==> flow/design.v <==
package pkg_UART;    
    typedef struct packed {
        logic [29 : 0]  zero;
        logic           new_rx;
        logic           send;
    } control_UART_r;
    typedef struct packed {
        logic [23 : 0]  zero;
        logic [7  : 0]  data;
    } data_UART_r;
endpackage
module top_module_UART (
    input  logic        clk_10MHz,
    input  logic        rst,
    input  logic        wr_pi,
    input  logic        reg_sel_pi,
    input  logic        addr_pi,
    input  logic [31:0] input_pi,
    output logic [31:0] output_po,
    input  logic        rx,
    output logic        tx
);
    localparam int TXT = 1041;   
    localparam int RXT = 65;     
    localparam logic [10:0] T_TERM = 11'b00000000101;   
    localparam logic [6:0]  R_TERM = 7'b0001110;        
    localparam logic [10:0] T_POL  = 11'b01010101010;
    localparam logic [6:0]  R_POL  = 7'b0101010;
    logic [10:0] tq;     
    logic [6:0]  rq;
    logic [10:0] ts_l;
    logic [6:0]  rs_l;
    logic        ttick, rtick;
    assign ts_l  = tq ^ T_POL;
    assign rs_l  = rq ^ R_POL;
    assign ttick = (ts_l == T_TERM);
    assign rtick = (rs_l == R_TERM);
    logic tload, rload;
    assign tload = ~rst | ttick;
    assign rload = ~rst | rtick;
    always_ff @(posedge clk_10MHz) begin
        for (int i = 1; i < 10; i++) tq[i] <= (tload | ts_l[i-1]) ^ T_POL[i];
        tq[10] <= rst & (ttick | ts_l[9]);
        tq[0]  <= (tload | (ts_l[10] ^ ts_l[8])) ^ T_POL[0];
    end
    always_ff @(posedge clk_10MHz) begin
        for (int i = 1; i < 6; i++) rq[i] <= (rload | rs_l[i-1]) ^ R_POL[i];
        rq[6] <= rst & (rtick | rs_l[5]);
        rq[0] <= (rload | (rs_l[6] ^ rs_l[5])) ^ R_POL[0];
    end
    logic [4:0] ts;
    logic [7:0] tbuf;
    logic       sclr;
    assign sclr = (ts[4:3] == 2'b00) & ~ts_l[1];
    always_ff @(posedge clk_10MHz) begin
        if (!rst) ts <= 5'b01000;
        else if (ts[4]) begin
            if (ttick) ts <= ts + 5'd1;
        end else if (!ts[3]) begin
            if (sclr) ts <= 5'b01000;
        end else if (ttick && ts[2:0] == 3'b110) begin
            ts <= 5'b10110;
        end else begin
            ts[2] <= ts[2] | ttick;
            ts[1] <= ts[1] | ts[0];
            ts[0] <= ~ts[1] & (ts[0] | ctrl0);
        end
    end
    always_ff @(posedge clk_10MHz) begin
        if (ts[4:3] == 2'b01 && ts[1:0] == 2'b01) tbuf <= dr0;
    end
    always_comb begin
        if (ts[4:3] == 2'b11) tx = tbuf[ts[2:0]];
        else                  tx = (ts != 5'b10111);
    end
    localparam logic [2:0] R_IDLE = 3'd0, R_START = 3'd1, R_DATA = 3'd2,
                           R_STOP = 3'd3, R_DONE = 3'd4;
    logic [2:0] rst_s;
    logic [3:0] dur;
    logic [7:0] rsh;
    logic       bend, ld1, rxset;
    assign bend  = rtick & (dur == 4'd15);
    assign ld1   = (rst_s == R_DONE) & rs_l[1] & ~rs_l[0];
    assign rxset = (rst_s == R_DONE) & ~rs_l[1];
    always_ff @(posedge clk_10MHz) begin
        if (!rst) rst_s <= R_IDLE;
        else case (rst_s)
            R_IDLE:  if (rtick && !rx) rst_s <= R_START;
            R_START: if (rtick && rx) rst_s <= R_IDLE;
                     else if (bend) rst_s <= R_DATA;
            R_DATA:  if (bend && rsh[0]) rst_s <= R_STOP;
            R_STOP:  if (bend) rst_s <= R_DONE;
            default: if (~rs_l[1]) rst_s <= R_IDLE;
        endcase
    end
    always_ff @(posedge clk_10MHz) begin
        if (rst_s == R_IDLE) dur <= 4'd8;
        else if (rtick)      dur <= dur + 4'd1;
    end
    always_ff @(posedge clk_10MHz) begin
        if (rst_s == R_START && bend)     rsh <= 8'h80;
        else if (rst_s == R_DATA && bend) rsh <= {rx, rsh[7:1]};
    end
    logic [31:0] ctrl;
    logic [7:0]  dr0, dr1;
    logic        ctrl0;
    assign ctrl0 = ctrl[0];
    always_ff @(posedge clk_10MHz) begin
        if (!rst) ctrl <= '0;
        else if (wr_pi && !reg_sel_pi) ctrl <= input_pi;
        else if (sclr) ctrl[0] <= 1'b0;
        else if (rxset) ctrl[1] <= 1'b1;
    end
    always_ff @(posedge clk_10MHz) begin
        if (!rst) dr0 <= '0;
        else if (wr_pi && reg_sel_pi) dr0 <= input_pi[7:0];
    end
    always_ff @(posedge clk_10MHz) begin
        if (!rst) dr1 <= '0;
        else if (ld1) dr1 <= rsh;
    end
    assign output_po = reg_sel_pi ? {24'd0, addr_pi ? dr1 : dr0} : ctrl;
endmodule
==> flow/flow/run.sh <==
#!/bin/bash
# The standard ORFS layout with three changes: the technology mapping of the
# combinational logic uses an area-oriented ABC script (flow/area.abc; the
# rest of the synthesis, flip-flop mapping included, is synth_recipe.tcl
# unchanged), the port buffers are buf_1, and CTS inserts no dummy loads.
set -euo pipefail
HERE=$(pwd)
{
  head -n 1 synth_recipe.tcl
  echo "proc abc {args} {"
  echo "  set i [lsearch -exact \$args -script]"
  echo "  if { \$i >= 0 } { lset args [expr { \$i + 1 }] $HERE/flow/area.abc }"
  echo "  yosys abc {*}\$args"
  echo "}"
  tail -n +2 synth_recipe.tcl
} > flow_synth.tcl
export BUFFER_PORTS_ARGS="-buffer_cell sky130_fd_sc_hd__buf_1"
export CTS_ARGS="-sink_clustering_enable -repair_clock_nets -dont_use_dummy_load"
bash standard.sh SYNTH_SCRIPT=$HERE/flow_synth.tcl finish > standard_make.log 2>&1
==> flow/flow/area.abc <==
strash
dch -f
amap
strash
dch -f
amap
strash
dch -f
amap
strash
dch -f
amap
==> flow/standard.sh <==
#!/bin/bash
# synth_recipe.tcl (not shown) runs the flow's synth.tcl, then flattens the netlist and writes it again
# the make line also repeats each setting of config.mk as NAME=value (left out here)
make -C /OpenROAD-flow-scripts/flow DESIGN_CONFIG=/design/flow/config.mk WORK_HOME=/design/flow/orfs CLKGATE_MAP_FILE= SYNTH_SCRIPT=/design/flow/synth_recipe.tcl "${@:-finish}"
==> flow/config.mk <==
export PLATFORM = sky130hd
export DESIGN_NAME = top_module_UART
export DESIGN_NICKNAME = top_module_UART
export VERILOG_FILES = /design/flow/design.v
export SDC_FILE = /design/flow/constraint.sdc
export NUM_CORES = 4
export LEC_CHECK = 0
export CAP_MARGIN = 20
export CORE_MARGIN = 2
export CORE_UTILIZATION = 40
export SLEW_MARGIN = 20
==> flow/constraint.sdc <==
create_clock -name core_clock -period 20.0 [get_ports {clk_10MHz}]
set_input_delay 4.0000 -clock core_clock [delete_from_list [all_inputs] [get_ports {clk_10MHz}]]
set_output_delay 4.0000 -clock core_clock [all_outputs]
set_load 0.01 [all_outputs]
==> results of run 1 <==
-- registers in the layout (all words and copies together), names as in the netlist --
register	count
ts	5
dr1	8
dur	4
rq	7
tbuf	8
rst_s	3
dr0	8
ctrl	32
tq	11
rsh	8
-- cell usage in the layout, fill, tap and decap left out, types with 2 or more instances in the layout --
master / instances
a2111oi_0: 2
a211oi_1: 2
a21oi_1: 7
a22oi_1: 18
a31oi_1: 4
buf_1: 70
buf_4: 3
clkbuf_8: 9
clkinv_1: 32
dfxtp_1: 86
edfxtp_1: 8
ha_1: 5
nand2_1: 23
nand3_1: 7
nor2_1: 77
nor2b_1: 26
nor3_1: 11
o211ai_1: 2
o21a_1: 2
o21ai_0: 13
o221a_1: 8
o22ai_1: 45
-- layout make-up --
type	count	area (sq um)	area share
clock buffers	9	123.9	0.03036
well taps	108	135.1	0.03312
repair buffers	73	285.3	0.06992
flip-flops and latches	94	1962	0.4808
multi-input cells	261	1454	0.3563
inverters	32	120.1	0.02944
-- kinds of logic after synthesis --
logic type,Yosys count,synth area share
AND/OR/NAND/NOR,148,0.1841
AO/OA/AOI/OAI,108,0.2089
flip-flops,94,0.5552
buffers and inverters,32,0.03400
adder cells (fa/ha/maj),5,0.01771
-- synthesized netlist by cell type, types with 2 or more instances --
| library cell | number | area [sq um] |
|---|---|---|
| nand3_1 | 7 | 35.03 |
| nor2_1 | 78 | 292.8 |
| nor3_1 | 11 | 55.05 |
| edfxtp_1 | 8 | 240.2 |
| a21oi_1 | 7 | 35.03 |
| nor2b_1 | 26 | 162.7 |
| o211ai_1 | 2 | 15.01 |
| o22ai_1 | 45 | 281.5 |
| dfxtp_1 | 86 | 1722 |
| o21ai_0 | 13 | 65.06 |
| o21a_1 | 2 | 15.01 |
| a2111oi_0 | 2 | 17.52 |
| ha_1 | 5 | 62.56 |
| a22oi_1 | 18 | 135.1 |
| a31oi_1 | 4 | 25.02 |
| nand2_1 | 23 | 86.33 |
| a211oi_1 | 2 | 15.01 |
| clkinv_1 | 32 | 120.1 |
| o221a_1 | 8 | 90.09 |
-- through the flow --
stage | util | area [sq um] | power (mW) | hold WS [ns]
finish | 0.4725 | 4080 | 0.3344 | 0.3864
global route | 0.4725 | 4080 | 0.3520 | 0.4032
CTS | 0.4725 | 4080 | 0.3386 | 0.3876
detailed placement | 0.4581 | 3956 | 0.2429 | 0.3662
global placement | 0.4581 | 3956 | 0.2424 | 0.3667
floorplan | - | 3533 | 0.2297 | 0.3580
-- critical path: stages --
cell and delay [ns]:
buf_1 0.06, buf_4 0.28, clkinv_1 0.39, o21ai_0 0.34
buf_1 0.19
-- final timing paths --
check        slack (ns)            to       start  cells after the start
min reg2reg        0.39         rq[4]       rq[3]                      1
max               10.71  output_po[1]  reg_sel_pi                      5
max reg2reg       17.12      rst_s[1]       rq[1]                     12
min                0.39         rq[4]       rq[3]                      1
-- power by group through the flow --
stage	clock network [mW]	logic (mW)	registers [mW]
after global routing	0.107	0.0423	0.202
after global placement	0	0.0366	0.206
after detailed placement	0	0.0371	0.206
after CTS	0.0998	0.0373	0.202
final	0.0956	0.0373	0.202
after floorplan	0	0.0251	0.205
-- per-layer routing --
layer / wire length (microns) / GRT usage
met1: 3933 / 0.2450
met2: 3328 / 0.2455
met3: 409 / 0.03508
met4: 170 / 0.07585
met5: 0 / 0
==> impl_metrics.yaml, run 1 <==
status:
  status: "no timing/DRC/antenna violations"
timing:
  fmax_mhz: 107.7
  finalCriticalPeriod_ns: 9.286
  fin_skew_ns: 0.02212
  rsz0062_at_grt: "false"
  max_slew.worst_pin.slew_ns: 0.9140
  finalCritPeriodShare: 0.4643
  setup_viol: 0
  slew_viol_final: 0
  timing.final.ws_setup_ns: 10.71
  setup_tns_ns: 0
  hold_viol_final: 0
  relSlewSlack: 0.3869
die:
  die_h_microns: 97.99
  die-area_sq_um: 9601
  die_w_microns: 97.99
  start_util: 0.4092
  rows: 34
  core_area_sq_um: 8636
  ioPinCount: 71
finish:
  finalNetCount: 514
  fillCellCount: 884
  num_antenna_cells: 0
  drive_gt1_frac: 0.02772
  finalNonFillerCells: 577
  syn_to_final_growth_pct: 15.47
synth:
  synth.avg_cell_area_sq_um: 9.130
  netlist_area_sq_um: 3533
  synth_edf_count: 8
  synthCells: 387
  yosysSeqAreaShare: 0.5552
  synthArstFlopShare: 0
  ys_types: 27
  ys_ff_latch: 94
  ys_warn_count: 1
  ys.flop_type: "dfxtp_1"
  synth_nets: 430
clock_network:
  cts_root_buf: "clkbuf_8"
  cts_tree: "yes"
  numCtsBuffers: 9
  cts_num_sinks: 94
  postCtsSetupRepairBufs: 0
  clk_pin_slew_worst_paths_ns: 0.09
  clockBufferDepth: 2
  postCtsResizedCells: 0
  clk_latency_ns: 0.35
  hold_buffers: 0
  htreeDepth: 3
setup_path:
  worstSetupStartpointType: "input port"
  worstSetupPathType: "in -> out"
  end_kind: "primary output"
  crit_arrival_ns: 5.29
  cp_max_fo: 27
  required_ns: 16.00
power_and_ir_drop:
  power_frac_clock: 0.286
  switching_share: 0.2463
  seqPwrFrac: 0.603
  powerDensity_nw_per_um2: 81.96
  comb_power_share: 0.112
  intPower_uw: 252.1
  p_leak_nw: 1.393
  worst_ir_drop_vdd_v: 0.00004075
  p_switching_uw: 82.36
drt:
  antenna_left: 0
  dr.first_iter.drc_count: 84
  wire_per_inst_microns: 13.59
  via_count: 3019
  via_per_inst: 5.232
  totalWireLength_mm: 7.841
  dr.pass1.iters: 4
  drcViolationCount: 0
grt:
  globalRouteTotalUtil: 0.1699
  grt_pass1_vias: 2930
  antenna_found_initial: 0
  grt_max_degree: 37
  grt_pass1_wl_mm: 13.44
  grt.overflow.total: 0
min_path:
  min_path_type: "reg -> reg"
flow_run:
  maxCapViolations: 0
placed_design:
  gp_congestion: 0.7952
  dp.cells: 568
  dpl.hpwl_mm: 5.546
  io_buffer_count: 70
  dpl_worst_slack_ns: 10.70
==> run 2: changes to the inputs <==
--- a/flow/design.v
+++ b/flow/design.v
@@ -102,22 +102,32 @@
         else if (rst_s == R_DATA && bend) rsh <= {rx, rsh[7:1]};
     end
-    logic [31:0] ctrl;
-    logic [7:0]  dr0, dr1;
+    logic [31:0] nctrl;
+    logic [7:0]  ndr0, ndr1, dr0;
     logic        ctrl0;
-    assign ctrl0 = ctrl[0];
+    logic        gc, hc, g0, h0, g1, h1;
+    assign ctrl0 = ~nctrl[0];
+    assign dr0   = ~ndr0;
+    assign gc = rst & wr_pi & ~reg_sel_pi;
+    assign hc = rst & ~(wr_pi & ~reg_sel_pi);
+    assign g0 = rst & wr_pi & reg_sel_pi;
+    assign h0 = rst & ~(wr_pi & reg_sel_pi);
+    assign g1 = rst & ld1;
+    assign h1 = rst & ~ld1;
     always_ff @(posedge clk_10MHz) begin
-        if (!rst) ctrl <= '0;
-        else if (wr_pi && !reg_sel_pi) ctrl <= input_pi;
-        else if (sclr) ctrl[0] <= 1'b0;
-        else if (rxset) ctrl[1] <= 1'b1;
+        nctrl[31:2] <= ~((gc ? input_pi[31:2] : 30'd0) | (hc ? ~nctrl[31:2] : 30'd0));
+        ndr0 <= ~((g0 ? input_pi[7:0] : 8'd0) | (h0 ? ~ndr0 : 8'd0));
+        ndr1 <= ~((g1 ? rsh : 8'd0) | (h1 ? ~ndr1 : 8'd0));
     end
     always_ff @(posedge clk_10MHz) begin
-        if (!rst) dr0 <= '0;
-        else if (wr_pi && reg_sel_pi) dr0 <= input_pi[7:0];
+        if (!rst) nctrl[1:0] <= 2'b11;
+        else if (wr_pi && !reg_sel_pi) nctrl[1:0] <= ~input_pi[1:0];
+        else if (sclr) nctrl[0] <= 1'b1;
+        else if (rxset) nctrl[1] <= 1'b0;
     end
-    always_ff @(posedge clk_10MHz) begin
-        if (!rst) dr1 <= '0;
-        else if (ld1) dr1 <= rsh;
-    end
-    assign output_po = reg_sel_pi ? {24'd0, addr_pi ? dr1 : dr0} : ctrl;
+    logic sc, s0, s1;
+    assign sc = ~reg_sel_pi;
+    assign s0 = reg_sel_pi & ~addr_pi;
+    assign s1 = reg_sel_pi & addr_pi;
+    assign output_po[31:8] = ~(nctrl[31:8] | {24{reg_sel_pi}});
+    assign output_po[7:0]  = ~(({8{sc}} & nctrl[7:0]) | ({8{s0}} & ndr0) | ({8{s1}} & ndr1));
 endmodule
==> flow/flow/area.abc (replaced) <==
strash
dch -f
amap -F 1000 -A 1000
strash
dch -f
amap -F 1000 -A 1000
strash
dch -f
amap -F 1000 -A 1000
strash
dch -f
amap -F 1000 -A 1000
==> run 2 against run 1 <==
- cell area shrank 2.3%
- first-iteration DRC count rose to 2.8 times the previous value
- setup slack got worse by 0.41 ns
- synthesized cell count down 2.1%
- global-route usage grew 0.49 points
- via count fell by 0.56%
- sequential power about the same
- critical path type unchanged
- clock power is 0.6% higher
- sequential share of layout area increased by 1.1 points
- total power up 1.3%
- clock skew up 0.0074 ns
- die area is 2.7% lower
- still clean on timing, DRC and antenna
==> impl_metrics.yaml, run 2 <==
clock_network:
  clockBufferDepth: 2
  cts_root_buf: "clkbuf_8"
  htreeDepth: 3
  postCtsResizedCells: 0
  postCtsSetupRepairBufs: 0
  numCtsBuffers: 9
  cts_num_sinks: 94
  cts_tree: "yes"
  hold_buffers: 0
  clk_pin_slew_worst_paths_ns: 0.10
  clk_latency_ns: 0.35
finish:
  top_register: "nctrl"
  layout_commonest_cell: "nor2_1"
  drive_gt1_frac: 0.03247
  seq_area_sq_um: 1962
  multiInputGateArea_sq_um: 1346
  fillCellCount: 829
  reg_top3: "nctrl (32), tq (11)"
  syn_to_final_growth_pct: 16.10
  num_antenna_cells: 0
  finalNetCount: 507
  largest_reg_flops: 32
  final_util: 0.4829
  layout_common_cells: "nor2_1 (100), dfxtp_1 (86), buf_1 (70)"
timing:
  setup_tns_ns: 0
  max_slew.worst_pin.slew_ns: 0.9679
  finalCriticalPeriod_ns: 9.697
  setup_viol: 0
  rsz0062_at_grt: "false"
  hold_viol_final: 0
  relSlewSlack: 0.3498
  slew_viol_final: 0
  finalCritPeriodShare: 0.4848
  fmax_mhz: 103.1
  hold-worst-slack_ns: 0.3703
  fin_skew_ns: 0.02951
grt:
  grt_pass1_vias: 2880
  antenna_found_initial: 0
  grt_max_degree: 38
  grt.overflow.total: 0
  grt_pass1_wl_mm: 13.47
  globalRouteTotalUtil: 0.1748
synth:
  ys_types: 28
  synth_largest_area_cell: "dfxtp_1"
  ys.flop_type: "dfxtp_1"
  synth_common_cells: "nor2_1 (101), dfxtp_1 (86), clkinv_1 (35)"
  synth.avg_cell_area_sq_um: 9.062
  synth_edf_count: 8
  synth_nets: 422
  ys_ff_latch: 94
  synth_top_area_share: 0.5013
  synth.most_common_cell: "nor2_1"
  synthArstFlopShare: 0
  yosys-top-cells-area: "dfxtp_1 (50%), nor2_1 (11%), edfxtp_1 (7.0%), a31oi_1 (5.6%), clkinv_1 (3.8%)"
  yosysSeqAreaShare: 0.5712
  synthCells: 379
  netlist_area_sq_um: 3435
  ys_warn_count: 1
setup_path:
  required_ns: 16.00
  cp_slowest_cell: "nor2b_1"
  rrSetupSlack_ns: 17.59
  end_kind: "primary output"
  path_common_cell: "buf_1"
  worstSetupPathType: "in -> out"
  crit_arrival_ns: 5.70
  critPathMaxStageDelay_ns: 0.56
  rr_worst_depth: 9
  crit_chain: "buf_1, buf_4, clkinv_1, nor2b_1, a222oi_1, buf_1"
  cp_max_fo: 26
  worstSetupStartpointType: "input port"
power_and_ir_drop:
  p_leak_nw: 1.372
  intPower_uw: 251.5
  comb_power_share: 0.115
  seqPwrFrac: 0.601
  p_switching_uw: 87.44
  powerDensity_nw_per_um2: 84.99
  power_frac_clock: 0.284
  switching_share: 0.2580
  worst_ir_drop_vdd_v: 0.00003697
min_path:
  min_path_type: "reg -> reg"
  min_path_cells: 1
status:
  status: "no timing/DRC/antenna violations"
drt:
  dr.pass1.iters: 4
  antenna_left: 0
  dr.first_iter.drc_count: 238
  drcViolationCount: 0
  via_per_inst: 5.295
  totalWireLength_mm: 8.092
  via_count: 3002
  wire_per_inst_microns: 14.27
placed_design:
  io_buffer_count: 70
  gp_congestion: 0.8084
  dpl.hpwl_mm: 5.833
die:
  rows: 33
  die-area_sq_um: 9343
  start_util: 0.4159
  core_area_sq_um: 8258
  ioPinCount: 71
  die_w_microns: 96.66
  die_h_microns: 96.66
flow_run:
  maxCapViolations: 0
[run 2: cell count changes in the layout (fill, tap and decap cells not counted), sizes merged, moves of 15 or more]
cell	previous run	this run
a21oi	7	23
a22oi	18	3
a31oi	4	31
nor2	78	101
nor2b	26	3
o22ai	45	8
[run 2: area by class of cell]
class,instances,area share
Sequential cell,94,0.4920
Multi-Input combinational cell,250,0.3376
Timing Repair Buffer,74,0.07342
Inverter,35,0.03295
Tap cell,105,0.03295
Clock buffer,9,0.03106
[run 2: metal layers]
layer | part of all wire | routed length [microns] | GRT usage | vias up
li1 | - | - | - | 1530
met1 | 0.45 | 3611 | 0.2172 | 1410
met2 | 0.51 | 4096 | 0.2927 | 49
met3 | 0.029 | 238 | 0.03251 | 13
met4 | 0.018 | 144 | 0.08342 | 0
met5 | 0 | 0 | 0 | -
[run 2: final timing paths]
path,end,startpoint
setup / recovery,output_po[4],reg_sel_pi
hold / removal,tq[4],tq[3]
setup reg to reg,rsh[3],rq[5]
hold reg to reg,tq[4],tq[3]
[run 2: cell families after synthesis]
| kind of cell | count (synthesis) | share of synthesized area |
|---|---|---|
| simple gates | 141 | 0.1676 |
| compound gates | 104 | 0.2047 |
| flops | 94 | 0.5712 |
| buf+inv | 35 | 0.03825 |
| fa+ha+maj | 5 | 0.01821 |
[run 2: power groups by stage]
stage | Sequential, mW | Combinational, mW | Clock (mW)
6_report | 0.204 | 0.0390 | 0.0962
2_1_floorplan | 0.206 | 0.0250 | 0
3_3_place_gp | 0.208 | 0.0379 | 0
4_1_cts | 0.204 | 0.0392 | 0.0994
3_5_place_dp | 0.208 | 0.0391 | 0
5_1_grt | 0.205 | 0.0437 | 0.107
[run 2: worst max-delay path: cells and delay by family]
family                 cells  cell delay [ns]
buffers and inverters      4             0.85
AND/OR/NAND/NOR            1             0.56
AO/OA/AOI/OAI              1             0.27
[run 2: metrics by stage]
stage | total power [mW] | worst slack (ns) | std cells | cell area [sq um]
floorplan | 0.2313 | 11.24 | 379 | 3435
global placement | 0.2457 | 10.35 | 558 | 3861
detailed placement | 0.2470 | 10.33 | 558 | 3861
CTS | 0.3423 | 10.31 | 567 | 3985
global route | 0.3553 | 10.08 | 567 | 3988
finish | 0.3389 | 10.30 | 567 | 3988
==> run 3: changes to the inputs <==
--- a/flow/flow/run.sh
+++ b/flow/flow/run.sh
@@ -16,4 +16,4 @@
 } > flow_synth.tcl
 export BUFFER_PORTS_ARGS="-buffer_cell sky130_fd_sc_hd__buf_1"
-export CTS_ARGS="-sink_clustering_enable -repair_clock_nets -dont_use_dummy_load"
+export CTS_ARGS="-sink_clustering_enable -repair_clock_nets -dont_use_dummy_load -sink_clustering_size 50 -sink_clustering_max_diameter 300 -sink_buffer_max_cap_derate 1.0 -buf_list sky130_fd_sc_hd__clkbuf_8 -root_buf sky130_fd_sc_hd__clkbuf_8"
 bash standard.sh SYNTH_SCRIPT=$HERE/flow_synth.tcl finish > standard_make.log 2>&1
==> run 3 against run 2 <==
- still clean on timing, DRC and antenna
- critical path depth is the same
- global-route usage is the same
- routed wire length is the same
- setup slack is the same
- sequential share of layout area is the same
- clock power is essentially flat
- largest cell class unchanged
==> impl_metrics.yaml, run 3 <==
status:
  status: "no timing/DRC/antenna violations"
synth:
  synth_top_area_share: 0.5013
  synth_edf_count: 8
  synth.most_common_cell: "nor2_1"
  synth.avg_cell_area_sq_um: 9.062
  ys_ff_latch: 94
  ys_types: 28
  netlist_area_sq_um: 3435
  synth_common_cells: "nor2_1 (101), dfxtp_1 (86), clkinv_1 (35)"
  synth_largest_area_cell: "dfxtp_1"
  yosys-top-cells-area: "dfxtp_1 (50%), nor2_1 (11%), edfxtp_1 (7.0%), a31oi_1 (5.6%), clkinv_1 (3.8%)"
  yosysSeqAreaShare: 0.5712
  synthArstFlopShare: 0
  ys_warn_count: 1
  ys.flop_type: "dfxtp_1"
  synthCells: 379
  synth_nets: 422
finish:
  final_util: 0.4829
  drive_gt1_frac: 0.03247
  layout_common_cells: "nor2_1 (100), dfxtp_1 (86), buf_1 (70)"
  reg_top3: "nctrl (32), tq (11)"
  largest_reg_flops: 32
  top_register: "nctrl"
  fin_area_sq_um: 3988
  syn_to_final_growth_pct: 16.10
  finalNetCount: 507
  num_antenna_cells: 0
  layout_commonest_cell: "nor2_1"
die:
  die-area_sq_um: 9343
  rows: 33
  ioPinCount: 71
  start_util: 0.4159
  core_area_sq_um: 8258
  die_w_microns: 96.66
  die_h_microns: 96.66
timing:
  hold_viol_final: 0
  rsz0062_at_grt: "false"
  relSlewSlack: 0.3498
  setup_tns_ns: 0
  max_slew.worst_pin.slew_ns: 0.9679
  finalCritPeriodShare: 0.4848
  setup_viol: 0
  fmax_mhz: 103.1
  hold-worst-slack_ns: 0.3703
  slew_viol_final: 0
  fin_skew_ns: 0.02951
  finalCriticalPeriod_ns: 9.697
drt:
  dr.first_iter.drc_count: 238
  dr.pass1.iters: 4
  wire_per_inst_microns: 14.27
  via_per_inst: 5.295
  totalWireLength_mm: 8.092
  antenna_left: 0
  via_count: 3002
  drcViolationCount: 0
clock_network:
  cts_root_buf: "clkbuf_8"
  clk_pin_slew_worst_paths_ns: 0.10
  clk_latency_ns: 0.35
  cts_tree: "yes"
  postCtsSetupRepairBufs: 0
  hold_buffers: 0
  cts_num_sinks: 94
  htreeDepth: 3
  postCtsResizedCells: 0
  numCtsBuffers: 9
  clockBufferDepth: 2
min_path:
  min_path_type: "reg -> reg"
flow_run:
  maxCapViolations: 0
setup_path:
  rrSetupSlack_ns: 17.59
  crit_arrival_ns: 5.70
  cp_slowest_cell: "nor2b_1"
  cp_max_fo: 26
  worstSetupPathType: "in -> out"
  critPathMaxStageDelay_ns: 0.56
  worstSetupStartpointType: "input port"
  crit_chain: "buf_1, buf_4, clkinv_1, nor2b_1, a222oi_1, buf_1"
  required_ns: 16.00
  end_kind: "primary output"
  path_common_cell: "buf_1"
grt:
  globalRouteTotalUtil: 0.1748
  grt_max_degree: 38
  grt.overflow.total: 0
  grt_pass1_vias: 2880
  grt_use_met1: 0.2172
  grt_util_met3: 0.03251
  grtUsageMet2: 0.2927
  grt_pass1_wl_mm: 13.47
  antenna_found_initial: 0
  grt-busiest-layer: "met2"
power_and_ir_drop:
  worst_ir_drop_vdd_v: 0.00003697
  p_leak_nw: 1.372
  powerDensity_nw_per_um2: 84.99
  finalPower_uw: 338.9
placed_design:
  io_buffer_count: 70
  gp_congestion: 0.8084
  placed_area_sq_um: 3861
  dpl.hpwl_mm: 5.833
-- run 3: layer usage --
metal / wire, microns / vias up / part of all wire
li1: - / 1530 / -
met1: 3611 / 1410 / 0.45
met2: 4096 / 49 / 0.51
met3: 238 / 13 / 0.029
met4: 144 / 0 / 0.018
met5: 0 / - / 0
-- run 3: kinds of logic (layout without fill, tap and decap cells) --
family                     Yosys count  count (layout)  share of synthesized area
adders and majority gates            5               5                    0.01821
AOI/OAI and AO/OA                  104             104                     0.2047
DFF                                 94              94                     0.5712
and+or+nand+nor                    141             141                     0.1676
buffers and inverters               35             118                    0.03825
-- run 3: cell type report --
class	instances	area [sq um]
Inverter	35	131.4
Multi-Input combinational cell	250	1346
Sequential cell	94	1962
Timing Repair Buffer	74	292.8
Tap cell	105	131.4
Fill cell	829	4270
Clock buffer	9	123.9
-- run 3: power by group --
part | switching, mW | internal, mW
Sequential | 0.00633 | 0.197
Clock | 0.0557 | 0.0404
Combinational | 0.0254 | 0.0136
Total | 0.0874 | 0.251
-- run 3: final timing paths --
kind / start / to / cells past startpoint
setup / recovery: reg_sel_pi / output_po[4] / 6
hold / removal: tq[3] / tq[4] / 1
setup reg to reg: rq[5] / rsh[3] / 9
hold reg to reg: tq[3] / tq[4] / 1
-- run 3: critical path: cells and delay by family --
kind,cells,cell delay (ns)
buf+inv,4,0.85
compound gates,1,0.27
simple gates,1,0.56
-- run 3: metrics by stage --
| step | std cells | setup WS (ns) |
|---|---|---|
| 3_3_place_gp | 558 | 10.35 |
| 4_1_cts | 567 | 10.31 |
| 2_1_floorplan | 379 | 11.24 |
| 5_1_grt | 567 | 10.08 |
| 6_report | 567 | 10.30 |
| 3_5_place_dp | 558 | 10.33 |
==> run 4: changes to the inputs <==
==> flow/flow/run.sh (replaced) <==
#!/bin/bash
# The standard ORFS layout with three changes: the technology mapping of the
# combinational logic uses an area-oriented ABC script (flow/area.abc; the
# rest of the synthesis, flip-flop mapping included, is synth_recipe.tcl
# unchanged, except that adders are not mapped to adder cells first), the
# port buffers are buf_1, and CTS inserts no dummy loads.
set -euo pipefail
HERE=$(pwd)
{
  head -n 1 synth_recipe.tcl
  echo "proc abc {args} {"
  echo "  set i [lsearch -exact \$args -script]"
  echo "  if { \$i >= 0 } { lset args [expr { \$i + 1 }] $HERE/flow/area.abc }"
  echo "  yosys abc {*}\$args"
  echo "}"
  tail -n +2 synth_recipe.tcl
} > flow_synth.tcl
export BUFFER_PORTS_ARGS="-buffer_cell sky130_fd_sc_hd__buf_1"
export CTS_ARGS="-sink_clustering_enable -repair_clock_nets -dont_use_dummy_load -sink_clustering_size 50 -sink_clustering_max_diameter 500 -buf_list sky130_fd_sc_hd__clkbuf_16 -root_buf sky130_fd_sc_hd__clkbuf_16"
bash standard.sh SYNTH_SCRIPT=$HERE/flow_synth.tcl ADDER_MAP_FILE= finish > standard_make.log 2>&1
==> run 4 against run 3 <==
- still clean on timing, DRC and antenna
- flip-flop and latch count did not move
- clock power rose by 44%
- total power rose by 19%
- count of clock-buffer cells in the layout did not move
- clock skew fell by 0.014 ns
- synthesized area fell by 2.1%
- fmax rose by 0.94%
- synthesized cell count fell by 0.53%
- die area fell by 2.0%
- global-route usage fell by 0.15 points
- critical endpoint is now output_po[0]
==> impl_metrics.yaml, run 4 <==
drt:
  antenna_left: 0
  via_per_inst: 5.161
  dr.first_iter.drc_count: 181
  wire_per_inst_microns: 13.48
  dr.pass1.iters: 5
  drcViolationCount: 0
  via_count: 2911
  totalWireLength_mm: 7.605
finish:
  layout_commonest_cell: "nor2_1"
  reg_top3: "nctrl (32), tq (11)"
  largest_reg_flops: 32
  num_antenna_cells: 0
  top_register: "nctrl"
  layout_common_cells: "nor2_1 (99), dfxtp_1 (86), buf_1 (70)"
  finalNetCount: 499
  syn_to_final_growth_pct: 19.32
  fin_area_sq_um: 4011
  drive_gt1_frac: 0.03050
die:
  ioPinCount: 71
  die-area_sq_um: 9155
  start_util: 0.4112
  rows: 33
  die_h_microns: 95.68
  die_w_microns: 95.68
  core_area_sq_um: 8175
setup_path:
  cp_max_fo: 26
  worstSetupPathType: "in -> out"
  cp_slowest_cell: "nor2b_1"
  path_common_cell: "buf_1"
  critPathMaxStageDelay_ns: 0.52
  crit_arrival_ns: 5.61
  crit_chain: "buf_1, buf_4, clkinv_1, nor2b_1, a222oi_1, buf_1"
  required_ns: 16.00
  end_kind: "primary output"
  worstSetupStartpointType: "input port"
grt:
  antenna_found_initial: 0
  grt_pass1_wl_mm: 12.29
  globalRouteTotalUtil: 0.1733
  grt_max_degree: 39
  grt.overflow.total: 0
  grt_pass1_vias: 2572
power_and_ir_drop:
  powerDensity_nw_per_um2: 100.7
  intPower_uw: 300.5
  seqPwrFrac: 0.521
  comb_power_share: 0.135
  finalPower_uw: 404.0
  switching_share: 0.2562
  p_leak_nw: 1.409
  worst_ir_drop_vdd_v: 0.00004426
  power_frac_clock: 0.345
  p_switching_uw: 103.5
synth:
  ys_ff_latch: 94
  netlist_area_sq_um: 3362
  yosysSeqAreaShare: 0.5836
  synthArstFlopShare: 0
  synth_largest_area_cell: "dfxtp_1"
  synthCells: 377
  ys_warn_count: 1
  ys.flop_type: "dfxtp_1"
  synth_nets: 415
  ys_types: 25
  synth.most_common_cell: "nor2_1"
  synth_top_area_share: 0.5121
  yosys-top-cells-area: "dfxtp_1 (51%), nor2_1 (11%), edfxtp_1 (7.1%), a31oi_1 (6.1%), clkinv_1 (4.1%)"
  synth.avg_cell_area_sq_um: 8.918
  synth_edf_count: 8
  synth_common_cells: "nor2_1 (100), dfxtp_1 (86), clkinv_1 (37)"
placed_design:
  dpl.hpwl_mm: 5.331
  io_buffer_count: 70
  placed_area_sq_um: 3781
  gp_congestion: 0.8118
timing:
  setup_viol: 0
  finalCriticalPeriod_ns: 9.606
  setup_tns_ns: 0
  fin_skew_ns: 0.01505
  rsz0062_at_grt: "false"
  slew_viol_final: 0
  relSlewSlack: 0.3092
  fmax_mhz: 104.1
  finalCritPeriodShare: 0.4803
  hold-worst-slack_ns: 0.3748
  max_slew.worst_pin.slew_ns: 1.034
  hold_viol_final: 0
clock_network:
  clk_pin_slew_worst_paths_ns: 0.04
  cts_num_sinks: 94
  numCtsBuffers: 9
  cts_tree: "yes"
  cts_root_buf: "clkbuf_16"
  clockBufferDepth: 2
  postCtsSetupRepairBufs: 0
  htreeDepth: 3
  hold_buffers: 0
  postCtsResizedCells: 0
  clk_latency_ns: 0.33
min_path:
  min_path_type: "reg -> reg"
status:
  status: "no timing/DRC/antenna violations"
flow_run:
  maxCapViolations: 0
-- run 4: cell count changes in the layout (fill, tap and decap cells not counted), sizes merged, moves of 2 or more --
cell and change:
a222oi +3, a22oi -2, a31oi +2, clkinv +2, ha -5, nand2 +11
nand4 -2, nor3 -2, nor4 -2, o211ai -2, o21ai +3, o22ai -4
o32ai -2
-- run 4: kinds of logic after synthesis --
family | synth area share
compound gates | 0.2036
simple gates | 0.1716
flops | 0.5835
buf+inv | 0.04131
-- run 4: final timing paths --
path | start | endpoint | slack (ns) | cells after the start
max | reg_sel_pi | output_po[0] | 10.39 | 6
min | rq[3] | rq[4] | 0.37 | 1
max reg2reg | rq[5] | rsh[2] | 17.29 | 11
min reg2reg | rq[3] | rq[4] | 0.37 | 1
-- run 4: critical path, delay by kind of cell --
kind,cells,cell delay [ns]
buf+inv,4,0.83
compound gates,1,0.24
simple gates,1,0.52
-- run 4: layout make-up --
| class | instances | area (sq um) |
|---|---|---|
| clock buffers | 9 | 225.2 |
| fillers | 812 | 4164 |
| inverters | 37 | 138.9 |
| multi-input cells | 246 | 1269 |
| flip-flops and latches | 94 | 1962 |
| well taps | 105 | 131.4 |
| repair buffers | 73 | 285.3 |
-- run 4: per-layer routing --
metal	wire (microns)	share of wire	GRT usage
met1	3531	0.46	0.2288
met2	3641	0.48	0.2815
met3	357	0.047	0.03715
met4	74	0.0097	0.05833
met5	0	0	0
-- run 4: per-stage QoR --
stage	worst slack (ns)	utilization	instances
floorplan	11.24	-	377
global placement	10.41	0.4625	555
detailed placement	10.40	0.4625	555
CTS	10.40	0.4901	564
global route	10.25	0.4907	564
finish	10.39	0.4907	564
-- run 4: power by group through the flow --
stage / clock network, mW / registers [mW] / logic (mW)
after floorplan: 0 / 0.212 / 0.0381
after global placement: 0 / 0.214 / 0.0531
after detailed placement: 0 / 0.214 / 0.0541
after CTS: 0.143 / 0.210 / 0.0542
after global routing: 0.152 / 0.211 / 0.0620
final: 0.139 / 0.210 / 0.0544
==> run 5: changes to the inputs <==
--- a/flow/flow/run.sh
+++ b/flow/flow/run.sh
@@ -17,4 +17,4 @@
 } > flow_synth.tcl
 export BUFFER_PORTS_ARGS="-buffer_cell sky130_fd_sc_hd__buf_1"
-export CTS_ARGS="-sink_clustering_enable -repair_clock_nets -dont_use_dummy_load -sink_clustering_size 50 -sink_clustering_max_diameter 500 -buf_list sky130_fd_sc_hd__clkbuf_16 -root_buf sky130_fd_sc_hd__clkbuf_16"
+export CTS_ARGS="-repair_clock_nets -dont_use_dummy_load -buf_list sky130_fd_sc_hd__clkbuf_16 -root_buf sky130_fd_sc_hd__clkbuf_16"
 bash standard.sh SYNTH_SCRIPT=$HERE/flow_synth.tcl ADDER_MAP_FILE= finish > standard_make.log 2>&1
==> run 5 against run 4 <==
- still clean on timing, DRC and antenna
- clock skew did not move
- clock power barely moved
- via count did not move
- sequential power barely moved
- fmax did not move
- setup slack did not move
- critical path depth did not move
- combinational power barely moved
- routed wire length did not move
- synthesized cell count did not move
- die area did not move
- critical endpoint unchanged
==> impl_metrics.yaml, run 5 <==
status:
  status: "no timing/DRC/antenna violations"
synth:
  synth_xor_xnor_area_share: 0
  synthArstFlopShare: 0
  synth_simple_gate_area_frac: 0.1716
  netlist_area_sq_um: 3362
  synth_compound_area_frac: 0.2036
  synth_nets: 415
  ys.flop_type: "dfxtp_1"
  synth_edf_count: 8
  synth_top_area_share: 0.5121
  synth.most_common_cell: "nor2_1"
  ys_types: 25
  ys_warn_count: 1
  yosys.area_share.adder: 0
  ys_ff_latch: 94
  yosys-top-cells-area: "dfxtp_1 (51%), nor2_1 (11%), edfxtp_1 (7.1%), a31oi_1 (6.1%), clkinv_1 (4.1%)"
  synth_top_family_by_area: "compound AO/OA/AOI/OAI gates"
  synth_common_cells: "nor2_1 (100), dfxtp_1 (86), clkinv_1 (37)"
  synth.avg_cell_area_sq_um: 8.918
  synth_largest_area_cell: "dfxtp_1"
  yosysSeqAreaShare: 0.5836
  synth.area.mux_share: 0
  synthCells: 377
power_and_ir_drop:
  seqPwrFrac: 0.521
  intPower_uw: 300.5
  p_switching_uw: 103.5
  comb_power_share: 0.135
  finalPower_uw: 404.0
  worst_ir_drop_vdd_v: 0.00004426
  switching_share: 0.2562
  power_frac_clock: 0.345
  powerDensity_nw_per_um2: 100.7
  p_leak_nw: 1.409
clock_network:
  postCtsResizedCells: 0
  cts_tree: "yes"
  htreeDepth: 3
  cts_num_sinks: 94
  clockBufferDepth: 2
  hold_buffers: 0
  clk_latency_ns: 0.33
  numCtsBuffers: 9
  postCtsSetupRepairBufs: 0
  clk_pin_slew_worst_paths_ns: 0.04
  cts_root_buf: "clkbuf_16"
timing:
  setup_viol: 0
  fin_skew_ns: 0.01505
  finalCriticalPeriod_ns: 9.606
  setup_tns_ns: 0
  fmax_mhz: 104.1
  max_slew.worst_pin.slew_ns: 1.034
  hold_viol_final: 0
  hold-worst-slack_ns: 0.3748
  rsz0062_at_grt: "false"
  finalCritPeriodShare: 0.4803
  slew_viol_final: 0
  relSlewSlack: 0.3092
grt:
  antenna_found_initial: 0
  grt_pass1_wl_mm: 12.29
  grt.overflow.total: 0
  grt_pass1_vias: 2572
  grt_max_degree: 39
  globalRouteTotalUtil: 0.1733
drt:
  antenna_left: 0
  dr.first_iter.drc_count: 181
  totalWireLength_mm: 7.605
  via_count: 2911
  drcViolationCount: 0
  via_per_inst: 5.161
  wire_per_inst_microns: 13.48
  dr.pass1.iters: 5
finish:
  final_util: 0.4907
  layout_common_cells: "nor2_1 (99), dfxtp_1 (86), buf_1 (70)"
  syn_to_final_growth_pct: 19.32
  finalNonFillerCells: 564
  num_antenna_cells: 0
  reg_top3: "nctrl (32), tq (11)"
  fillCellCount: 812
  layout_commonest_cell: "nor2_1"
  top_register: "nctrl"
  drive_gt1_frac: 0.03050
  largest_reg_flops: 32
  finalNetCount: 499
setup_path:
  worstSetupStartpointType: "input port"
  end_kind: "primary output"
  crit_arrival_ns: 5.61
  required_ns: 16.00
  worstSetupPathType: "in -> out"
  cp_max_fo: 26
min_path:
  min_path_type: "reg -> reg"
die:
  core_area_sq_um: 8175
  start_util: 0.4112
  ioPinCount: 71
  die-area_sq_um: 9155
  rows: 33
  die_h_microns: 95.68
  die_w_microns: 95.68
placed_design:
  dpl.hpwl_mm: 5.331
  dp.cells: 555
  gp_congestion: 0.8118
  io_buffer_count: 70
flow_run:
  maxCapViolations: 0
run 5: power groups by stage:
stage                     sequential, mW  combinational (mW)  clock [mW]
after floorplan                    0.212              0.0381           0
after global placement             0.214              0.0531           0
after detailed placement           0.214              0.0541           0
after CTS                          0.210              0.0542       0.143
after global routing               0.211              0.0620       0.152
final                              0.210              0.0544       0.139
run 5: per-stage QoR:
| step | instance area (sq um) | worst slack [ns] |
|---|---|---|
| floorplan | 3362 | 11.24 |
| global placement | 3781 | 10.41 |
| detailed placement | 3781 | 10.40 |
| CTS | 4006 | 10.40 |
| global route | 4011 | 10.25 |
| finish | 4011 | 10.39 |
run 5: cells by family after synthesis:
logic type / count (synthesis)
AND/OR/NAND/NOR: 145
flip-flops: 94
buffers and inverters: 37
AO/OA/AOI/OAI: 101
run 5: worst paths after layout:
kind	startpoint	end	depth (start not counted)	slack [ns]
worst min register to register	rq[3]	rq[4]	1	0.37
worst min-delay path	rq[3]	rq[4]	1	0.37
worst max register to register	rq[5]	rsh[2]	11	17.29
worst max-delay path	reg_sel_pi	output_po[0]	6	10.39
run 5: final cells by class:
cell class,instances,area (sq um),area share
Multi-Input combinational cell,246,1269,0.3163
Tap cell,105,131.4,0.03275
Inverter,37,138.9,0.03462
Sequential cell,94,1962,0.4891
Clock buffer,9,225.2,0.05614
Timing Repair Buffer,73,285.3,0.07112
run 5: critical path, stage by stage:
cell and delay, ns:
buf_1 0.07, buf_4 0.27, clkinv_1 0.32, nor2b_1 0.52, a222oi_1 0.24, buf_1 0.17
run 5: metal layers:
layer	up-vias	wire length, microns	global-route usage
li1	1508	-	-
met4	0	74	0.05833
met3	7	357	0.03715
met2	80	3641	0.2815
met1	1316	3531	0.2288
met5	-	0	0
==> run 6: changes to the inputs <==
--- a/flow/design.v
+++ b/flow/design.v
@@ -74,13 +74,12 @@
         else                  tx = (ts != 5'b10111);
     end
-    localparam logic [2:0] R_IDLE = 3'd0, R_START = 3'd1, R_DATA = 3'd2,
-                           R_STOP = 3'd3, R_DONE = 3'd4;
-    logic [2:0] rst_s;
+    localparam logic [1:0] R_IDLE = 2'd0, R_START = 2'd1, R_DATA = 2'd2, R_STOP = 2'd3;
+    logic [1:0] rst_s;
     logic [3:0] dur;
     logic [7:0] rsh;
     logic       bend, ld1, rxset;
     assign bend  = rtick & (dur == 4'd15);
-    assign ld1   = (rst_s == R_DONE) & rs_l[1] & ~rs_l[0];
-    assign rxset = (rst_s == R_DONE) & ~rs_l[1];
+    assign ld1   = (rst_s == R_IDLE) & (dur == 4'd1);
+    assign rxset = (rst_s == R_IDLE) & (dur == 4'd2);
     always_ff @(posedge clk_10MHz) begin
         if (!rst) rst_s <= R_IDLE;
@@ -90,11 +89,10 @@
                      else if (bend) rst_s <= R_DATA;
             R_DATA:  if (bend && rsh[0]) rst_s <= R_STOP;
-            R_STOP:  if (bend) rst_s <= R_DONE;
-            default: if (~rs_l[1]) rst_s <= R_IDLE;
+            default: if (bend) rst_s <= R_IDLE;
         endcase
     end
     always_ff @(posedge clk_10MHz) begin
-        if (rst_s == R_IDLE) dur <= 4'd8;
-        else if (rtick)      dur <= dur + 4'd1;
+        if (!rst || (rst_s == R_START && rtick && rx)) dur <= 4'd8;
+        else if (rst_s == R_IDLE ? dur != 4'd8 : rtick) dur <= dur + 4'd1;
     end
     always_ff @(posedge clk_10MHz) begin
--- a/flow/flow/run.sh
+++ b/flow/flow/run.sh
@@ -17,4 +17,4 @@
 } > flow_synth.tcl
 export BUFFER_PORTS_ARGS="-buffer_cell sky130_fd_sc_hd__buf_1"
-export CTS_ARGS="-repair_clock_nets -dont_use_dummy_load -buf_list sky130_fd_sc_hd__clkbuf_16 -root_buf sky130_fd_sc_hd__clkbuf_16"
+export CTS_ARGS="-sink_clustering_enable -repair_clock_nets -dont_use_dummy_load"
 bash standard.sh SYNTH_SCRIPT=$HERE/flow_synth.tcl ADDER_MAP_FILE= finish > standard_make.log 2>&1
--- a/flow/config.mk
+++ b/flow/config.mk
@@ -8,4 +8,5 @@
 export CAP_MARGIN = 20
 export CORE_MARGIN = 2
-export CORE_UTILIZATION = 40
+export CORE_UTILIZATION = 70
+export PLACE_DENSITY = 0.75
 export SLEW_MARGIN = 20
==> run 6 against run 5 <==
- synthesized area grew 0.30%
- routed wire length shrank 1.7%
- first-iteration DRC count grew 34%
- cell area shrank 4.0%
- core utilization grew 33 points
- sequential power shrank 2%
- critical path type unchanged
- critical endpoint is now output_po[1]
==> impl_metrics.yaml, run 6 <==
drt:
  wire_per_inst_microns: 14.32
  drcViolationCount: 0
  antenna_left: 0
  totalWireLength_mm: 7.475
  dr.pass1.iters: 5
  via_per_inst: 5.944
  via_count: 3103
  dr.first_iter.drc_count: 242
synth:
  synthArstFlopShare: 0
  synth_top_area_share: 0.5046
  synth_nets: 424
  ys.flop_type: "dfxtp_1"
  netlist_area_sq_um: 3372
  ys_types: 24
  synth_edf_count: 8
  yosys-top-cells-area: "dfxtp_1 (50%), nor2_1 (12%), edfxtp_1 (7.1%), a31oi_1 (6.7%), clkinv_1 (4.6%)"
  ys_warn_count: 1
  synth.avg_cell_area_sq_um: 8.736
  yosysSeqAreaShare: 0.5759
  ys_ff_latch: 93
  synth_largest_area_cell: "dfxtp_1"
  synth.most_common_cell: "nor2_1"
  synthCells: 386
  synth_common_cells: "nor2_1 (112), dfxtp_1 (85), clkinv_1 (41)"
setup_path:
  critPathMaxStageDelay_ns: 0.57
  rrSetupSlack_ns: 16.81
  critPathTopFamily: "buffers and inverters"
  r2r_end: "rsh[7]"
  worstSetupPathType: "in -> out"
  end_kind: "primary output"
  worstReg2RegStart: "rq[5]"
  required_ns: 16.00
  path_common_cell: "buf_1"
  cp_slowest_cell: "nor2b_1"
  worstSetupStartpointType: "input port"
  cp_max_fo: 26
  path_buf_inv: 4
  crit_chain: "buf_1, buf_4, clkinv_1, nor2b_1, a222oi_1, buf_1"
  rr_worst_depth: 11
  crit_arrival_ns: 5.67
clock_network:
  postCtsSetupRepairBufs: 0
  cts_num_sinks: 93
  clockBufferDepth: 2
  numCtsBuffers: 9
  hold_buffers: 0
  clk_latency_ns: 0.35
  clk_pin_slew_worst_paths_ns: 0.08
  htreeDepth: 3
  cts_root_buf: "clkbuf_8"
  cts_tree: "yes"
  postCtsResizedCells: 0
timing:
  finalCritPeriodShare: 0.4834
  slew_viol_final: 0
  fin_skew_ns: 0.01207
  max_slew.worst_pin.slew_ns: 1.078
  rsz0062_at_grt: "false"
  setup_tns_ns: 0
  fmax_mhz: 103.4
  setup_viol: 0
  hold_viol_final: 0
  relSlewSlack: 0.2759
  finalCriticalPeriod_ns: 9.669
min_path:
  min_to: "rq[4]"
  min_path_cells: 1
  min_from: "rq[3]"
  min_path_type: "reg -> reg"
power_and_ir_drop:
  finalPower_uw: 343.7
  p_leak_nw: 1.361
  worst_ir_drop_vdd_v: 0.00006942
  powerDensity_nw_per_um2: 89.25
finish:
  reg_top3: "nctrl (32), tq (11)"
  fillCellCount: 321
  num_antenna_cells: 0
  layout_commonest_cell: "nor2_1"
  largest_reg_flops: 32
  syn_to_final_growth_pct: 14.21
  top_register: "nctrl"
  finalNetCount: 508
  layout_common_cells: "nor2_1 (111), dfxtp_1 (85), buf_1 (70)"
  fin_area_sq_um: 3851
  drive_gt1_frac: 0.02778
die:
  die_w_microns: 73.41
  die-area_sq_um: 5388
  ioPinCount: 71
  die_h_microns: 73.41
  rows: 25
  core_area_sq_um: 4692
  start_util: 0.7187
placed_design:
  io_buffer_count: 70
  gp_congestion: 0.8589
  placed_area_sq_um: 3727
  dpl.hpwl_mm: 5.274
grt:
  grt_pass1_vias: 2752
  globalRouteTotalUtil: 0.2925
  grt.overflow.total: 0
  antenna_found_initial: 0
  grt_pass1_wl_mm: 12.16
  grt_max_degree: 45
status:
  status: "no timing/DRC/antenna violations"
flow_run:
  maxCapViolations: 0
## run 6: cell type report
cell class / count / area [sq um] / area share
clock buffers: 9 / 123.9 / 0.03216
inverters: 41 / 153.9 / 0.03996
multi-input cells: 252 / 1279 / 0.3320
flip-flops and latches: 93 / 1942 / 0.5042
well taps: 54 / 67.56 / 0.01754
repair buffers: 73 / 285.3 / 0.07407
## run 6: worst max-delay path by stage
stage                    start  slack (ns)            to  depth (start not counted)
global placement    reg_sel_pi       10.47  output_po[0]                          6
floorplan           reg_sel_pi       11.24  output_po[0]                          3
global route        reg_sel_pi       10.18  output_po[0]                          6
detailed placement  reg_sel_pi       10.36  output_po[7]                          6
finish              reg_sel_pi       10.33  output_po[1]                          6
CTS                 reg_sel_pi       10.35  output_po[1]                          6
## run 6: kinds of logic after synthesis
group / Yosys count / synth area share
AND/OR/NAND/NOR: 159 / 0.1904
buffers and inverters: 41 / 0.04564
flip-flops: 93 / 0.5759
AO/OA/AOI/OAI: 93 / 0.1881
## run 6: through the flow
step           worst slack, ns  hold slack [ns]    util  instances
6_report                 10.33           0.3840  0.8208        522
5_1_grt                  10.18           0.4021  0.8208        522
4_1_cts                  10.35           0.3866  0.8208        522
3_5_place_dp             10.36           0.3693  0.7944        513
3_3_place_gp             10.47           0.3626  0.7944        513
2_1_floorplan            11.24           0.3529       -        386
## run 6: report_power, final
| part | internal (mW) | switching [mW] |
|---|---|---|
| logic | 0.0149 | 0.0276 |
| registers | 0.198 | 0.00755 |
| clock network | 0.0404 | 0.0551 |
## run 6: per-layer routing
layer | track usage | vias to the layer above | wire, microns
li1 | - | 1541 | -
met5 | 0 | - | 0
met4 | 0.1374 | 0 | 163
met1 | 0.3851 | 1420 | 3186
met2 | 0.4725 | 128 | 3650
met3 | 0.04801 | 14 | 474
## run 6: worst register-to-register path, delay by kind of cell (launching register included)
family	cells	cell delay (ns)
compound gates	1	0.05
buf+inv	3	0.64
simple gates	7	2.02
flops	1	0.37
==> run 7: changes to the inputs <==
--- a/flow/config.mk
+++ b/flow/config.mk
@@ -8,5 +8,4 @@
 export CAP_MARGIN = 20
 export CORE_MARGIN = 2
-export CORE_UTILIZATION = 70
-export PLACE_DENSITY = 0.75
+export CORE_UTILIZATION = 40
 export SLEW_MARGIN = 20
==> run 7 against run 6 <==
- synthesized cell count did not move
- via count decreased by 3.9%
- clock power down 0.7%
- clock skew is 0.027 ns higher
- register-to-register slack improved by 0.05 ns
- still clean
- hold slack worse by 0.0038 ns
- fmax is essentially flat
- final cell count grew 9.8%
- combinational power is essentially flat
- largest power group unchanged
==> impl_metrics.yaml, run 7 <==
drt:
  dr.pass1.iters: 5
  totalWireLength_mm: 7.635
  highest_layer: "met4"
  wire_per_inst_microns: 13.32
  via_per_inst: 5.202
  drcViolationCount: 0
  dr.first_iter.drc_count: 176
  via_count: 2981
  drt-met1-wl_mm: 3.692
  antenna_left: 0
  wl_met3_microns: 453
  wl_met2_mm: 3.405
timing:
  rsz0062_at_grt: "false"
  fmax_mhz: 103.4
  relSlewSlack: 0.2911
  hold_viol_final: 0
  hold-worst-slack_ns: 0.3802
  fin_skew_ns: 0.03916
  finalCriticalPeriod_ns: 9.673
  slew_viol_final: 0
  setup_viol: 0
  setup_tns_ns: 0
  finalCritPeriodShare: 0.4836
  max_slew.worst_pin.slew_ns: 1.061
placed_design:
  dpl.hpwl_mm: 5.321
  io_buffer_count: 70
  dp.cells: 564
  gp_congestion: 0.8164
finish:
  finalNonFillerCells: 573
  reg_top3: "nctrl (32), tq (11)"
  seq_area_sq_um: 1942
  largest_reg_flops: 32
  fillCellCount: 851
  multiInputGateArea_sq_um: 1279
  num_antenna_cells: 0
  layout_commonest_cell: "nor2_1"
  top_register: "nctrl"
  layout_common_cells: "nor2_1 (111), dfxtp_1 (85), buf_1 (69)"
  drive_gt1_frac: 0.02991
  syn_to_final_growth_pct: 16.14
  finalNetCount: 508
setup_path:
  critPathTopFamily: "buffers and inverters"
  cp_slowest_cell: "nor2b_1"
  cp_max_fo: 26
  crit_chain: "buf_1, buf_4, clkinv_1, nor2b_1, a222oi_1, buf_1"
  crit_arrival_ns: 5.67
  end_kind: "primary output"
  critPathMaxStageDelay_ns: 0.56
  worstSetupStartpointType: "input port"
  path_buf_inv: 4
  path_common_cell: "buf_1"
  worstSetupPathType: "in -> out"
  required_ns: 16.00
die:
  die_h_microns: 95.82
  die_w_microns: 95.82
  ioPinCount: 71
  rows: 33
  core_area_sq_um: 8175
  die-area_sq_um: 9181
  start_util: 0.4125
clock_network:
  htreeDepth: 3
  numCtsBuffers: 9
  clk_latency_ns: 0.36
  postCtsResizedCells: 0
  cts_root_buf: "clkbuf_8"
  clk_pin_slew_worst_paths_ns: 0.06
  cts_tree: "yes"
  postCtsSetupRepairBufs: 0
  cts_num_sinks: 93
  clockBufferDepth: 2
  hold_buffers: 0
grt:
  grt.overflow.total: 0
  grt_pass1_vias: 2591
  grt_pass1_wl_mm: 12.00
  grt_max_degree: 45
  antenna_found_initial: 0
  globalRouteTotalUtil: 0.1683
synth:
  yosys-top-cells-area: "dfxtp_1 (50%), nor2_1 (12%), edfxtp_1 (7.1%), a31oi_1 (6.7%), clkinv_1 (4.6%)"
  ys.flop_type: "dfxtp_1"
  synthArstFlopShare: 0
  synth_largest_area_cell: "dfxtp_1"
  ys_ff_latch: 93
  synth_common_cells: "nor2_1 (112), dfxtp_1 (85), clkinv_1 (41)"
  synthCells: 386
  synth.most_common_cell: "nor2_1"
  synth_edf_count: 8
  synth.avg_cell_area_sq_um: 8.736
  yosysSeqAreaShare: 0.5759
  ys_types: 24
  netlist_area_sq_um: 3372
  ys_warn_count: 1
  synth_nets: 424
  synth_top_area_share: 0.5046
power_and_ir_drop:
  worst_ir_drop_vdd_v: 0.00003792
  p_leak_nw: 1.364
  powerDensity_nw_per_um2: 87.61
status:
  status: "no timing/DRC/antenna violations"
min_path:
  min_path_type: "reg -> reg"
flow_run:
  maxCapViolations: 0
## run 7: final cells by class
| cell class | count | area share |
|---|---|---|
| Multi-Input combinational cell | 252 | 0.3265 |
| Sequential cell | 93 | 0.4958 |
| Inverter | 41 | 0.03930 |
| Clock buffer | 9 | 0.03163 |
| Timing Repair Buffer | 73 | 0.07316 |
| Tap cell | 105 | 0.03355 |
## run 7: power by group
group,switching (mW),internal [mW]
sequential,0.00743,0.198
combinational,0.0277,0.0149
clock,0.0544,0.0404
total,0.0896,0.254
## run 7: cells by family (layout without fill, tap and decap cells)
kind of cell,Yosys count,in the layout,share of synthesized area
AOI/OAI and AO/OA,93,93,0.1881
buffers and inverters,41,123,0.04564
and+or+nand+nor,159,159,0.1904
DFF,93,93,0.5759
## run 7: metal layers
metal / up-vias / track usage
met3: 7 / 0.04072
met2: 86 / 0.2529
met1: 1351 / 0.2337
li1: 1537 / -
met5: - / 0
met4: 0 / 0.06429
## run 7: path summary, 6_finish.rpt
check / cells after the start / end / startpoint / slack (ns)
setup / recovery: 6 / output_po[0] / reg_sel_pi / 10.33
hold / removal: 1 / tq[8] / tq[7] / 0.38
setup reg to reg: 11 / rsh[7] / rq[5] / 16.86
hold reg to reg: 1 / tq[8] / tq[7] / 0.38
## run 7: stage by stage
step	total power, mW	instance area, sq um	utilization	worst slack [ns]
final	0.3431	3916	0.4790	10.33
after global routing	0.3623	3916	0.4790	10.11
after CTS	0.3469	3916	0.4790	10.32
after detailed placement	0.2525	3792	0.4639	10.33
after global placement	0.2516	3792	0.4639	10.38
after floorplan	0.2365	3372	-	11.24
==> run 8: changes to the inputs <==
--- a/flow/flow/run.sh
+++ b/flow/flow/run.sh
@@ -4,5 +4,6 @@
 # rest of the synthesis, flip-flop mapping included, is synth_recipe.tcl
 # unchanged, except that adders are not mapped to adder cells first), the
-# port buffers are buf_1, and CTS inserts no dummy loads.
+# port buffers are buf_1, and the clock tree is built by flow/cts_pre.tcl: a
+# few clock buffers, each driving a group of neighbouring flip-flops.
 set -euo pipefail
 HERE=$(pwd)
@@ -17,4 +18,4 @@
 } > flow_synth.tcl
 export BUFFER_PORTS_ARGS="-buffer_cell sky130_fd_sc_hd__buf_1"
-export CTS_ARGS="-sink_clustering_enable -repair_clock_nets -dont_use_dummy_load"
+export PRE_CTS_TCL=$HERE/flow/cts_pre.tcl
 bash standard.sh SYNTH_SCRIPT=$HERE/flow_synth.tcl ADDER_MAP_FILE= finish > standard_make.log 2>&1
==> flow/flow/cts_pre.tcl (new file) <==
# Replaces clock_tree_synthesis: the clock sinks are split into groups of
# neighbouring flip-flops, each driven by one clock buffer placed at the
# group's centre; a root buffer drives the group buffers.
proc clock_tree_synthesis { args } {
  set leaf_cell sky130_fd_sc_hd__clkbuf_8
  set root_cell sky130_fd_sc_hd__clkbuf_4
  set max_group 19
  set block [ord::get_db_block]
  set clk_port [lindex [get_property [lindex [all_clocks] 0] sources] 0]
  set clk_name [get_full_name $clk_port]
  set net [$block findNet $clk_name]
  set dbu [$block getDbUnitsPerMicron]
  set sinks {}
  foreach it [$net getITerms] {
    if { ![$it isInputSignal] } { continue }
    lassign [$it getAvgXY] ok x y
    if { !$ok } {
      set inst [$it getInst]
      set bb [$inst getBBox]
      set x [expr { ([$bb xMin] + [$bb xMax]) / 2 }]
      set y [expr { ([$bb yMin] + [$bb yMax]) / 2 }]
    }
    lappend sinks [list [expr { double($x) / $dbu }] [expr { double($y) / $dbu }] \
      "[[$it getInst] getName]/[[$it getMTerm] getName]"]
  }
  set n [llength $sinks]
  set groups [expr { ($n + $max_group - 1) / $max_group }]
  set rows [expr { max(1, int(round(sqrt($groups)))) }]
  puts "clock sinks: $n, groups: $groups in $rows rows"
  set by_y [lsort -real -index 1 $sinks]
  set leaf_pins {}
  set k 0
  set a 0
  for { set r 0 } { $r < $rows } { incr r } {
    # groups in this row, and the sinks they take
    set cols [expr { ($r + 1) * $groups / $rows - $r * $groups / $rows }]
    set b [expr { $a + ($cols * $n + $groups - 1) / $groups - 1 }]
    if { $r == $rows - 1 } { set b [expr { $n - 1 }] }
    set row [lsort -real -index 0 [lrange $by_y $a $b]]
    set a [expr { $b + 1 }]
    set m [llength $row]
    for { set c 0 } { $c < $cols } { incr c } {
      set g [lrange $row [expr { $c * $m / $cols }] [expr { ($c + 1) * $m / $cols - 1 }]]
      if { [llength $g] == 0 } { continue }
      set sx 0.0
      set sy 0.0
      set pins {}
      foreach s $g {
        lassign $s x y p
        set sx [expr { $sx + $x }]
        set sy [expr { $sy + $y }]
        lappend pins [get_pins $p]
      }
      set cx [expr { $sx / [llength $g] }]
      set cy [expr { $sy / [llength $g] }]
      set buf [insert_buffer -buffer_cell $leaf_cell -net $clk_name -load_pins $pins \
        -location [list $cx $cy] -buffer_name clkbuf_leaf_$k -net_name clknet_leaf_$k]
      set bname [get_full_name $buf]
      lappend leaf_pins [get_pins $bname/A]
      [$block findNet [get_full_name [get_nets -of_objects [get_pins $bname/X]]]] setSigType CLOCK
      incr k
    }
  }
  if { [llength $leaf_pins] > 4 } {
    set sx 0.0; set sy 0.0
    foreach s $sinks { set sx [expr { $sx + [lindex $s 0] }]; set sy [expr { $sy + [lindex $s 1] }] }
    set buf [insert_buffer -buffer_cell $root_cell -net $clk_name -load_pins $leaf_pins \
      -location [list [expr { $sx / $n }] [expr { $sy / $n }]] \
      -buffer_name clkbuf_root -net_name clknet_root]
    set bname [get_full_name $buf]
    [$block findNet [get_full_name [get_nets -of_objects [get_pins $bname/X]]]] setSigType CLOCK
  }
  $net setSigType CLOCK
  set_propagated_clock [all_clocks]
}
--- a/flow/config.mk
+++ b/flow/config.mk
@@ -8,4 +8,5 @@
 export CAP_MARGIN = 20
 export CORE_MARGIN = 2
-export CORE_UTILIZATION = 40
+export CORE_UTILIZATION = 70
+export PLACE_DENSITY = 0.75
 export SLEW_MARGIN = 20
==> run 8 against run 7 <==
- clock power shrank 19%
- die area shrank 41%
- sequential share of layout area grew 1.5 points
- via count grew 3.5%
- routed wire length shrank 4.5%
- sequential power is essentially flat
- largest power group unchanged
- critical path depth is the same
- hold slack gained 0.011 ns
==> impl_metrics.yaml, run 8 <==
status:
  status: "no timing/DRC/antenna violations"
synth:
  synth.avg_cell_area_sq_um: 8.736
  synthArstFlopShare: 0
  synth_top_area_share: 0.5046
  synth_simple_gate_area_frac: 0.1904
  synth.most_common_cell: "nor2_1"
  ys_warn_count: 1
  yosysSeqAreaShare: 0.5759
  synth_common_cells: "nor2_1 (112), dfxtp_1 (85), clkinv_1 (41)"
  yosys.area_share.adder: 0
  synth.area.mux_share: 0
  synth_compound_area_frac: 0.1881
  synth_largest_area_cell: "dfxtp_1"
  ys_ff_latch: 93
  synth_top_family_by_area: "simple AND/OR/NAND/NOR gates"
  synth_xor_xnor_area_share: 0
  synth_nets: 424
  netlist_area_sq_um: 3372
  yosys-top-cells-area: "dfxtp_1 (50%), nor2_1 (12%), edfxtp_1 (7.1%), a31oi_1 (6.7%), clkinv_1 (4.6%)"
  ys_types: 24
  ys.flop_type: "dfxtp_1"
  synthCells: 386
  synth_edf_count: 8
drt:
  drcViolationCount: 0
  antenna_left: 0
  via_per_inst: 5.946
  dr.pass1.iters: 6
  totalWireLength_mm: 7.294
  via_count: 3086
  dr.first_iter.drc_count: 295
  wire_per_inst_microns: 14.05
power_and_ir_drop:
  intPower_uw: 238.1
  seqPwrFrac: 0.634
  power_frac_clock: 0.236
  comb_power_share: 0.131
  p_switching_uw: 86.36
  powerDensity_nw_per_um2: 85.30
  p_leak_nw: 1.337
  switching_share: 0.2662
  worst_ir_drop_vdd_v: 0.00006607
setup_path:
  worstReg2RegStart: "rq[5]"
  cp_max_fo: 26
  crit_arrival_ns: 5.68
  rrSetupSlack_ns: 16.88
  rr_worst_depth: 11
  worstSetupStartpointType: "input port"
  r2r_end: "rsh[7]"
  required_ns: 16.00
  end_kind: "primary output"
  worstSetupPathType: "in -> out"
die:
  ioPinCount: 71
  die_h_microns: 73.41
  die-area_sq_um: 5388
  start_util: 0.7187
  core_area_sq_um: 4692
  rows: 25
  die_w_microns: 73.41
timing:
  rsz0062_at_grt: "false"
  hold_viol_final: 0
  setup_viol: 0
  relSlewSlack: 0.2811
  slew_viol_final: 0
  hold-worst-slack_ns: 0.3912
  fmax_mhz: 103.3
  finalCritPeriodShare: 0.4841
  fin_skew_ns: 0.006297
  setup_tns_ns: 0
  finalCriticalPeriod_ns: 9.683
  max_slew.worst_pin.slew_ns: 1.070
min_path:
  min_to: "rq[4]"
  min_path_cells: 1
  min_from: "rq[3]"
  min_path_type: "reg -> reg"
clock_network:
  hold_buffers: 0
  clk_latency_ns: 0.40
  clk_pin_slew_worst_paths_ns: 0.11
  postCtsSetupRepairBufs: 0
  postCtsResizedCells: 0
finish:
  layout_common_cells: "nor2_1 (111), dfxtp_1 (85), buf_1 (70)"
  drive_gt1_frac: 0.02151
  finalNetCount: 505
  fin_area_sq_um: 3804
  reg_top3: "nctrl (32), tq (11)"
  num_antenna_cells: 0
  syn_to_final_growth_pct: 12.80
  layout_commonest_cell: "nor2_1"
  top_register: "nctrl"
  largest_reg_flops: 32
grt:
  globalRouteTotalUtil: 0.2677
  antenna_found_initial: 0
  grt_max_degree: 45
  grt.overflow.total: 0
  grt_pass1_wl_mm: 11.87
  grt_pass1_vias: 2660
flow_run:
  maxCapViolations: 0
placed_design:
  io_buffer_count: 70
  placed_area_sq_um: 3727
  dpl.hpwl_mm: 5.274
  gp_congestion: 0.8589
-- run 8: cell count changes in the layout (fill, tap and decap cells not counted) --
cell / delta
clkbuf_8: -4
buf_1: +1
clkbuf_4: +1
clkbuf_2: -1
-- run 8: logic make-up (layout without fill, tap and decap cells) --
kind of cell | after synthesis | count (layout)
flops | 93 | 93
compound gates | 93 | 93
buf+inv | 41 | 120
simple gates | 159 | 159
-- run 8: final cells by class, without the clock buffers --
type | instances | area [sq um]
well taps | 54 | 67.56
flip-flops and latches | 93 | 1942
inverters | 41 | 153.9
multi-input cells | 252 | 1279
fillers | 323 | 888.4
repair buffers | 73 | 285.3
-- run 8: metal layers --
metal  part of all wire  track usage
met5                  0            0
met4              0.019      0.04242
met3              0.069      0.02743
met2               0.48       0.4484
met1               0.43       0.3854
-- run 8: per-stage QoR --
step                      power, mW  utilization  worst slack (ns)  instances
after global routing         0.3410       0.8107             10.17        519
after detailed placement     0.2518       0.7944             10.36        513
final                        0.3245       0.8107             10.32        519
after CTS                    0.3261       0.8107             10.35        519
after global placement       0.2499       0.7944             10.47        513
after floorplan              0.2365            -             11.24        386
-- run 8: worst max-delay path: stages --
cell      delay, ns
buf_1          0.06
buf_4          0.27
clkinv_1       0.36
nor2b_1        0.57
a222oi_1       0.24
buf_1          0.17
-- run 8: power groups by stage --
stage               clock network (mW)  registers [mW]  logic (mW)
floorplan                            0           0.208      0.0287
global placement                     0           0.209      0.0405
detailed placement                   0           0.210      0.0421
CTS                             0.0784           0.205      0.0423
global route                    0.0853           0.207      0.0487
finish                          0.0765           0.206      0.0424
-- run 8: worst max-delay path by stage --
stage	start	to	slack, ns	cells after the start
detailed placement	reg_sel_pi	output_po[7]	10.36	6
global route	reg_sel_pi	output_po[0]	10.17	6
floorplan	reg_sel_pi	output_po[0]	11.24	3
finish	reg_sel_pi	output_po[1]	10.32	6
CTS	reg_sel_pi	output_po[1]	10.35	6
global placement	reg_sel_pi	output_po[0]	10.47	6
